Context: an optimization exercise on an open-source flow, tuned for small area. The choices shown serve that exercise and are no tape-out recipe. Only simulation tests tie the RTL to the original design; equivalence was not proved. The clock port is modelled as an ideal driver, which makes a skipped or thinned clock tree look cheaper than it is; a real chip needs a root buffer or a tree. No activity file was given, so power comes from the tool's default toggle rates.

==> run a <==
Design PIEZO_reality_and_damedame, start of the top module:
module PIEZO_reality_and_damedame(RESETN, CLK_1MHZ, A, T, SONG);
clock: 10.0 ns
lec_check: 0
cap_margin: 20
core_margin: 2
core_utilization: 40
slew_margin: 20
standard.sh (not shown) runs the stock make flow with config.mk's settings and CLKGATE_MAP_FILE= SYNTH_SCRIPT=/design/flow/synth_recipe.tcl, a recipe that flattens the netlist after the stock synthesis.
==> flow/flow/run.sh <==
#!/bin/bash
set -e
bash standard.sh > standard.log 2>&1
==> run b (differences from run a) <==
==> flow/run.sh (new file) <==
#!/bin/bash
# synth_recipe.tcl (not shown) runs the flow's synth.tcl, then flattens the netlist and writes it again
# the make line also repeats each setting of config.mk as NAME=value (left out here)
make -C /OpenROAD-flow-scripts/flow DESIGN_CONFIG=/design/flow/config.mk WORK_HOME=/design/flow/orfs CLKGATE_MAP_FILE= SYNTH_SCRIPT=/design/flow/synth_recipe.tcl finish
removed: flow/flow/run.sh
removed: flow/standard.sh
==> results.txt <==
- First-iteration DRC count is the same in run a and run b.
- In design area, run b and run a do not differ.
- In sequential power, run b and run a hardly differ.
- In maximum frequency, run a and run b do not differ.
- In global-route usage, run b and run a do not differ.
- In clock skew, run b and run a do not differ.
==> figures <==
| quantity | run b | run a |
|---|---|---|
| DR DRC count | 0 | 0 |
| Wire length of the first global-routing pass | 35.1 mm | 35.1 mm |
| Post-layout minimum cycle time | 5500 ps | 5500 ps |
| Adder and majority gate portion of the synthesized area | 4.45% | 4.45% |
| Number of input and output port buffers inserted | 4 | 4 |
| Required time of the critical path | 8000 ps | 8000 ps |
| Final period util | 55.0% | 55.0% |
| Clock buf count | 12 | 12 |
| Hold path startpoint | s2[0] | s2[0] |
| Clock buffers created by TritonCTS | 9 | 9 |
| Critical Path Stages | 4 | 4 |
| Longest Clk Path Bufs | 2 | 2 |
| Count of buffers not belonging to the clock network in the layout | 12 | 12 |
| Run status | complete, no violations | complete, no violations |

========
==> 03-25 <==
PIEZO_reality_and_damedame, a different RTL version from the one above (not shown whole).
==> flow/config.mk <==
export PLATFORM = sky130hd
export DESIGN_NAME = PIEZO_reality_and_damedame
export DESIGN_NICKNAME = PIEZO_reality_and_damedame
export VERILOG_FILES = /design/flow/design.v
export SDC_FILE = /design/flow/constraint.sdc
export NUM_CORES = 4
export LEC_CHECK = 0
export ABC_AREA = 1
export CAP_MARGIN = 20
export CORE_MARGIN = 2
export CORE_UTILIZATION = 40
export SLEW_MARGIN = 20
==> flow/constraint.sdc <==
create_clock -name core_clock -period 10.0 [get_ports {CLK_1MHZ}]
set_input_delay 2.0000 -clock core_clock [delete_from_list [all_inputs] [get_ports {CLK_1MHZ}]]
set_output_delay 2.0000 -clock core_clock [all_outputs]
set_load 0.01 [all_outputs]
==> flow/flow/run.sh <==
#!/bin/bash
# The standard layout (standard.sh) with two synthesis changes, both in the
# combinational mapping only (registers are mapped before either step, so they
# are the standard synthesis's registers, same names and cell types):
#  - ABC maps with an area-oriented script (flow/abc_area.script) in place of
#    ORFS's delay-oriented one;
#  - Yosys's half/full-adder extraction (extract_fa) is skipped, so ABC sees
#    the adder logic as plain gates.
# and one layout change: the clock tree is flow/clock_buffer.tcl (the clock
# port drives three clkbuf_8 cells, each driving a third of the flip-flops)
# in place of TritonCTS's H-tree; the rest of ORFS's CTS step (timing
# repair, legalisation) runs as usual.
# Every other step is ORFS's own, run through standard.sh's make command.
set -euo pipefail
HERE=$(pwd)
rm -rf "$HERE/scripts_custom"
cp -r "$FLOW_HOME/scripts" "$HERE/scripts_custom"
cp "$HERE/flow/abc_area.script" "$HERE/scripts_custom/abc_area.script"
awk '/# extract the full adders/ {skip=1} /dont_use_after_adder_step/ {skip=0} !skip' \
  "$FLOW_HOME/scripts/synth.tcl" > "$HERE/scripts_custom/synth.tcl"
! grep -q extract_fa "$HERE/scripts_custom/synth.tcl"
# clock tree: flow/clock_buffer.tcl in place of TritonCTS's clock_tree_synthesis
grep -q '^log_cmd clock_tree_synthesis {\*}\$cts_args$' "$FLOW_HOME/scripts/cts.tcl"
sed "s|^log_cmd clock_tree_synthesis {\*}\$cts_args$|source $HERE/flow/clock_buffer.tcl|" \
  "$FLOW_HOME/scripts/cts.tcl" > "$HERE/scripts_custom/cts.tcl"
grep -q "source $HERE/flow/clock_buffer.tcl" "$HERE/scripts_custom/cts.tcl"
sed "s|make -C \([^ ]*\) |make -C \1 SCRIPTS_DIR=$HERE/scripts_custom ABC_AREA=1 |" standard.sh > custom.sh
grep -q "SCRIPTS_DIR=$HERE/scripts_custom" custom.sh
bash custom.sh synth > synth.log 2>&1
bash custom.sh > layout.log 2>&1
test -s out/final.def
==> flow/flow/abc_area.script <==
strash
dc2
balance
rewrite
refactor
balance
rewrite
rewrite -z
balance
refactor -z
rewrite -z
balance
dch -f
amap
==> flow/flow/clock_buffer.tcl <==
# Clock buffering in place of TritonCTS's H-tree, for this small design: the
# clock port drives nx * ny clock buffers; the flip-flops are split into an
# nx-by-ny grid of equal-sized groups (by x, then by y within each column) and
# each group is driven by one buffer placed at the group's centroid.
set nx 2
set ny 2
set bufcell sky130_fd_sc_hd__buf_8
set block [ord::get_db_block]
set db [ord::get_db]
set clk_port_net [$block findNet CLK_1MHZ]
set master [$db findMaster $bufcell]
set sinks {}
foreach it [$clk_port_net getITerms] {
  set xy [$it getAvgXY]
  lappend sinks [list [lindex $xy 1] [lindex $xy 2] $it]
}
set sinks [lsort -real -index 0 $sinks]
set n [llength $sinks]
puts "clock_buffer: $n sinks, [expr {$nx * $ny}] x $bufcell"
set b 0
for {set i 0} {$i < $nx} {incr i} {
  set col [lrange $sinks [expr {$i * $n / $nx}] [expr {($i + 1) * $n / $nx - 1}]]
  set col [lsort -real -index 1 $col]
  set m [llength $col]
  for {set j 0} {$j < $ny} {incr j} {
    set grp [lrange $col [expr {$j * $m / $ny}] [expr {($j + 1) * $m / $ny - 1}]]
    set inst [odb::dbInst_create $block $master "clkbuf_${b}_CLK_1MHZ"]
    set net [odb::dbNet_create $block "clknet_${b}_CLK_1MHZ"]
    $net setSigType CLOCK
    set sx 0; set sy 0
    foreach s $grp {
      set it [lindex $s 2]
      $it disconnect
      $it connect $net
      set sx [expr {$sx + [lindex $s 0]}]
      set sy [expr {$sy + [lindex $s 1]}]
    }
    [$inst findITerm A] connect $clk_port_net
    [$inst findITerm X] connect $net
    $inst setLocation [expr {int($sx / [llength $grp])}] [expr {int($sy / [llength $grp])}]
    $inst setPlacementStatus PLACED
    incr b
  }
}
$clk_port_net setSigType CLOCK
set_propagated_clock [all_clocks]
==> inputs of 02-17, as changes to 03-25 <==
==> flow/flow/run.sh (replaced) <==
#!/bin/bash
# The standard layout (standard.sh) with two synthesis changes, both in the
# combinational mapping only (registers are mapped before either step, so they
# are the standard synthesis's registers, same names and cell types):
#  - ABC maps with an area-oriented script (flow/abc_area.script) in place of
#    ORFS's delay-oriented one;
#  - Yosys's half/full-adder extraction (extract_fa) is skipped, so ABC sees
#    the adder logic as plain gates.
# and one layout change: clock tree synthesis runs with the arguments in
# flow/cts_args.txt (no dummy loads on the clock tree's leaves).
# Every other step is ORFS's own, run through standard.sh's make command.
set -euo pipefail
HERE=$(pwd)
rm -rf "$HERE/scripts_custom"
cp -r "$FLOW_HOME/scripts" "$HERE/scripts_custom"
cp "$HERE/flow/abc_area.script" "$HERE/scripts_custom/abc_area.script"
awk '/# extract the full adders/ {skip=1} /dont_use_after_adder_step/ {skip=0} !skip' \
  "$FLOW_HOME/scripts/synth.tcl" > "$HERE/scripts_custom/synth.tcl"
! grep -q extract_fa "$HERE/scripts_custom/synth.tcl"
CTS_ARGS=$(cat "$HERE/flow/cts_args.txt")
sed "s|make -C \([^ ]*\) |make -C \1 SCRIPTS_DIR=$HERE/scripts_custom ABC_AREA=1 CTS_ARGS='$CTS_ARGS' |" standard.sh > custom.sh
grep -q "SCRIPTS_DIR=$HERE/scripts_custom" custom.sh
bash custom.sh synth > synth.log 2>&1
bash custom.sh > layout.log 2>&1
test -s out/final.def
==> flow/flow/cts_args.txt (new file) <==
-sink_clustering_enable -repair_clock_nets -dont_use_dummy_load -sink_buffer_max_cap_derate 1.0 -buf_list sky130_fd_sc_hd__clkbuf_16
removed: flow/flow/clock_buffer.tcl
==> inputs of 09-03, as changes to 03-25 <==
==> flow/flow/run.sh (replaced) <==
#!/bin/bash
# The standard layout (standard.sh) with two synthesis changes, both in the
# combinational mapping only (registers are mapped before either step, so they
# are the standard synthesis's registers, same names and cell types):
#  - ABC maps with an area-oriented script (flow/abc_area.script) in place of
#    ORFS's delay-oriented one;
#  - Yosys's half/full-adder extraction (extract_fa) is skipped, so ABC sees
#    the adder logic as plain gates.
# and one layout change: clock tree synthesis runs with the arguments in
# flow/cts_args.txt (no dummy loads on the clock tree's leaves).
# Every other step is ORFS's own, run through standard.sh's make command.
set -euo pipefail
HERE=$(pwd)
rm -rf "$HERE/scripts_custom"
cp -r "$FLOW_HOME/scripts" "$HERE/scripts_custom"
cp "$HERE/flow/abc_area.script" "$HERE/scripts_custom/abc_area.script"
awk '/# extract the full adders/ {skip=1} /dont_use_after_adder_step/ {skip=0} !skip' \
  "$FLOW_HOME/scripts/synth.tcl" > "$HERE/scripts_custom/synth.tcl"
! grep -q extract_fa "$HERE/scripts_custom/synth.tcl"
CTS_ARGS=$(cat "$HERE/flow/cts_args.txt")
sed "s|make -C \([^ ]*\) |make -C \1 SCRIPTS_DIR=$HERE/scripts_custom ABC_AREA=1 CTS_ARGS='$CTS_ARGS' |" standard.sh > custom.sh
grep -q "SCRIPTS_DIR=$HERE/scripts_custom" custom.sh
bash custom.sh synth > synth.log 2>&1
bash custom.sh > layout.log 2>&1
test -s out/final.def
==> flow/flow/abc_area.script (replaced) <==
strash
dc2
balance
rewrite
refactor
balance
rewrite
rewrite -z
balance
refactor -z
rewrite -z
balance
&get -n
&deepsyn -T 60
&put
balance
rewrite
refactor
balance
rewrite
rewrite -z
balance
refactor -z
rewrite -z
balance
dch -f
amap
==> flow/flow/cts_args.txt (new file) <==
-sink_clustering_enable -repair_clock_nets -dont_use_dummy_load
removed: flow/flow/clock_buffer.tcl
==> inputs of 12-06, as changes to 03-25 <==
--- a/flow/flow/clock_buffer.tcl
+++ b/flow/flow/clock_buffer.tcl
@@ -4,7 +4,7 @@
 # each group is driven by one buffer placed at the group's centroid.
 set nx 2
 set ny 2
-set bufcell sky130_fd_sc_hd__buf_8
+set bufcell sky130_fd_sc_hd__buf_12
 set block [ord::get_db_block]
 set db [ord::get_db]
 set clk_port_net [$block findNet CLK_1MHZ]
==> summary.md <==
| Metric | Value |
|---|---|
| Tapcells | 129 |
| Crit path buf inv count | 3 |
| Layout Area Growth over Synthesis | 7.52% |
| Worst Hold End | s1[15]$_SDFF_PP0_ |
| Worst skew pair latency | 0.12 ns |
| Met3 usage | 0.958% |
| Flop pwr share | 68.2% |
| Max Clock Freq | 0.187 GHz |
| Die Ht | 102 um |
| Post-synth top cells | 148 x nor2_1, 63 x dfxtp_1, 54 x clkinv_1 |
| Fin nets | 524 |
| Final Wtd Congestion | 0.912 |
| Clock power share | 28.3% |
| Outcome | no timing/DRC/antenna violations |
| VDD IR-drop max | 0.110 mV |
the above is filed under 12-06

==> summary.md <==
| Metric | Value |
|---|---|
| Post-synth top cells | 148 x nor2_1, 63 x dfxtp_1, 54 x clkinv_1 |
| Worst Hold End | s1[15]$_SDFF_PP0_ |
| Max Clock Freq | 0.187 GHz |
| Flop pwr share | 55.0% |
| Final Wtd Congestion | 0.912 |
| Fin nets | 529 |
| Met3 usage | 3.49% |
| Layout Area Growth over Synthesis | 11.3% |
| Tapcells | 129 |
| Outcome | no timing/DRC/antenna violations |
the above is filed under 02-17

==> summary.md <==
| Metric | Value |
|---|---|
| Outcome | no timing/DRC/antenna violations |
| Flop pwr share | 70.8% |
| Post-synth top cells | 148 x nor2_1, 63 x dfxtp_1, 54 x clkinv_1 |
| Clock power share | 25.6% |
| Tapcells | 129 |
| Met3 usage | 0.958% |
| Worst Hold End | s2[6]$_SDFF_PP0_ |
| VDD IR-drop max | 0.106 mV |
| Crit path buf inv count | 3 |
| Die Ht | 102 um |
the above is filed under 03-25

==> summary.md <==
| Metric | Value |
|---|---|
| Die Ht | 100 um |
| Max Clock Freq | 0.190 GHz |
| VDD IR-drop max | 0.0605 mV |
| Worst skew pair latency | 0.35 ns |
| Layout Area Growth over Synthesis | 8.18% |
| Outcome | no timing/DRC/antenna violations |
| Clock power share | 33.2% |
| Fin nets | 504 |
the above is filed under 09-03

In 03-25 and 12-06 the design's own scripts or RTL, not TritonCTS, make the clock network.

[re-timing with driven ports]
No port has a modelled driver above. Below, the same layouts with a new extraction and two added sets of constraints.
Step 1 (the two cells are an assumption about what drives the block):
set clk [get_ports {CLK_1MHZ}]
set_driving_cell -lib_cell sky130_fd_sc_hd__clkbuf_16 $clk
set_driving_cell -lib_cell sky130_fd_sc_hd__buf_2 [delete_from_list [all_inputs] $clk]
Step 2 adds t to the input delays and takes it off the output delays; t is the mean of the earliest and latest rising clock arrival at the registers after step 1. Input paths then give back, and output paths get back, about the clock's delay inside the block.
a / b / c = ideal / step 1 / step 2; a / b = the first two.
run | t, ns | setup slack, ns | hold slack, ns | latest minus earliest clock arrival (ns)
run a | 0.370 | 4.501 / 4.459 / 4.459 | 0.441 / 0.441 / 0.441 | 0.008 / 0.008
run b | 0.370 | 4.501 / 4.459 / 4.459 | 0.441 / 0.441 / 0.441 | 0.008 / 0.008
03-25 | 0.203 | 4.647 / 4.622 / 4.622 | 0.407 / 0.407 / 0.407 | 0.015 / 0.015
02-17 | 0.352 | 4.647 / 4.622 / 4.622 | 0.400 / 0.400 / 0.400 | 0.017 / 0.016
09-03 | 0.368 | 4.731 / 4.706 / 4.706 | 0.395 / 0.395 / 0.395 | 0.026 / 0.025
12-06 | 0.198 | 4.647 / 4.622 / 4.622 | 0.406 / 0.406 / 0.406 | 0.011 / 0.011
After both steps every run listed still meets setup and hold.
